From an optimization exercise on the open Yosys and OpenROAD flow, aimed at small area, a short achievable clock period and few clock cycles per item; shortcuts taken in it are not production practice. At most, simulation tests tie the RTL to the original design; equivalence was not proved. No activity file was given, so power comes from the tool's default toggle rates.

== 12-26 ==
==> module pre_processing, before the edit <==
module pre_processing (
input  [31:0] dividend,
input  [31:0] divisor,
output [4:0]  lz_a,
output [4:0]  lz_d,
output        early,
input  [4:0]  lza_reg,
input  [4:0]  lzd_reg,
input  [31:0] d,
output [4:0]  k,
output [31:0] d_shl
);
function [4:0] clz32;
	input [31:0] x;
	integer i;
	begin
		clz32 = 5'd31;
		for (i = 1; i < 32; i = i + 1)
			if (x[i]) clz32 = 5'd31 - i[4:0];
	end
endfunction
assign lz_a = clz32(dividend);
assign lz_d = clz32(divisor);
wire [7:0] d_nib;
wire [7:0] d_hi;      
wire [7:0] bad;
genvar g;
generate
	for (g = 0; g < 8; g = g + 1) begin : nib
		wire [3:0] a4 = dividend[4*g+3:4*g];
		wire [3:0] d4 = divisor[4*g+3:4*g];
		assign d_nib[g] = |d4;
		wire [3:0] above = {1'b0, d4[3], |d4[3:2], |d4[3:1]};
		assign bad[g] = |(a4 & ~above) & ~d_hi[g];
	end
endgenerate
assign d_hi[7] = 1'b0;
assign d_hi[6] = d_nib[7];
assign d_hi[5] = |d_nib[7:6];
assign d_hi[4] = |d_nib[7:5];
assign d_hi[3] = |d_nib[7:4];
assign d_hi[2] = |d_nib[7:3];
assign d_hi[1] = |d_nib[7:2];
assign d_hi[0] = |d_nib[7:1];
assign early = ~|bad;
assign k = lzd_reg - lza_reg;
wire [31:0] s0 = k[0] ? {d[30:0],  1'b0}  : d;
wire [31:0] s1 = k[1] ? {s0[29:0], 2'b0}  : s0;
wire [31:0] s2 = k[2] ? {s1[27:0], 4'b0}  : s1;
wire [31:0] s3 = k[3] ? {s2[23:0], 8'b0}  : s2;
assign d_shl   = k[4] ? {s3[15:0], 16'b0} : s3;
endmodule
==> flow/config.mk <==
export PLATFORM = sky130hd
export DESIGN_NAME = srt_4_div
export DESIGN_NICKNAME = srt_4_div
export VERILOG_FILES = /design/flow/design.v
export SDC_FILE = /design/flow/constraint.sdc
export NUM_CORES = 4
export LEC_CHECK = 0
export CAP_MARGIN = 20
export CORE_MARGIN = 2
export CORE_UTILIZATION = 60
export SLEW_MARGIN = 20
==> flow/constraint.sdc <==
create_clock -name core_clock -period 10.0 [get_ports {clk}]
set_input_delay 2.0000 -clock core_clock [delete_from_list [all_inputs] [get_ports {clk}]]
set_output_delay 2.0000 -clock core_clock [all_outputs]
set_load 0.01 [all_outputs]
standard.sh (not shown) runs the stock make flow with config.mk's settings and CLKGATE_MAP_FILE= SYNTH_SCRIPT=/design/flow/synth_recipe.tcl, a recipe that flattens the netlist after the stock synthesis.
==> flow/flow/run.sh <==
#!/bin/bash
# Standard ORFS layout (the standard.sh) with extra make variables, one
# per line in flow/args.txt: e.g. a setup repair margin aimed past the clock
# period, and the cell used for the port buffers.
set -euo pipefail
HERE=$(dirname "$0")
mapfile -t EXTRA < <(grep -v '^\s*$' "$HERE/args.txt")
bash standard.sh "${EXTRA[@]}" finish > make_finish.log 2>&1
==> flow/flow/args.txt <==
SETUP_SLACK_MARGIN=6.5
BUFFER_PORTS_ARGS=-buffer_cell sky130_fd_sc_hd__buf_1
12-26 | status: complete | timing, DRC, antenna: pass
Testbench counts of 12-26, summed over its fixed seeds: cycles 27,282, divisions 3,200.
Here is what was changed in the inputs of 06-20 compared with 12-26.
--- a/flow/design.v
+++ b/flow/design.v
@@ -10,18 +10,27 @@
 input  [4:0]  lzd_reg,
 input  [31:0] d,
 output [4:0]  k,
 output [31:0] d_shl
 );
 function [4:0] clz32;
-	input [31:0] x;
-	integer i;
+	input [31:0] v;
+	reg [15:0] h;
+	reg [7:0]  q;
+	reg [3:0]  n;
+	reg [1:0]  t;
 	begin
-		clz32 = 5'd31;
-		for (i = 1; i < 32; i = i + 1)
-			if (x[i]) clz32 = 5'd31 - i[4:0];
+		clz32[4] = ~|v[31:16];
+		h = clz32[4] ? v[15:0] : v[31:16];
+		clz32[3] = ~|h[15:8];
+		q = clz32[3] ? h[7:0] : h[15:8];
+		clz32[2] = ~|q[7:4];
+		n = clz32[2] ? q[3:0] : q[7:4];
+		clz32[1] = ~|n[3:2];
+		t = clz32[1] ? n[1:0] : n[3:2];
+		clz32[0] = ~t[1];
 	end
 endfunction
 assign lz_a = clz32(dividend);
 assign lz_d = clz32(divisor);
 wire [7:0] d_nib;
 wire [7:0] d_hi;      
Findings:
- 06-20 vs. 12-26: worst slew margin relative to its limit has increased, overall die height -1.6%.
- Between 06-20 and 12-26, the power consumed by combinational cells is higher for 06-20.
- Between 06-20 and 12-26, it is 06-20 whose portion of total power attributed to combinational logic is higher, by 2.1 points.
- Summary of 06-20 over 12-26: worst hold slack went up 0.0048 ns, combined global-route utilization of all metal layers went up 3.9 points.
Only the layout flow was run in 06-20; the RTL was not checked for function there.

[re-timing with driven ports]
The results above use ideal ports. As a check the final layouts listed here were re-extracted and re-timed, cells and wires unchanged.
Step 1: set_driving_cell puts a clkbuf_16 on clk and a buf_2 on each other input, an assumption about the parent block.
Step 2, shift: input delay + t, output delay - t, t = (earliest + latest rising clock arrival at the registers) / 2. This alone moves slack from input paths to output paths.
a / b / c = ideal ports / drivers / drivers and shift; a / b = the first two.
run	t (ns)	slack for setup (ns)	pins driven straight from the clock port
12-26	0.469	6.618 / 6.643 / 6.174	1
06-20	0.468	6.232 / 6.232 / 5.764	1
After both steps setup and hold are still met in every run listed. The setup slack of 06-20, which loses most, moves by 0.000 ns with the drivers and by -0.468 ns with both steps.
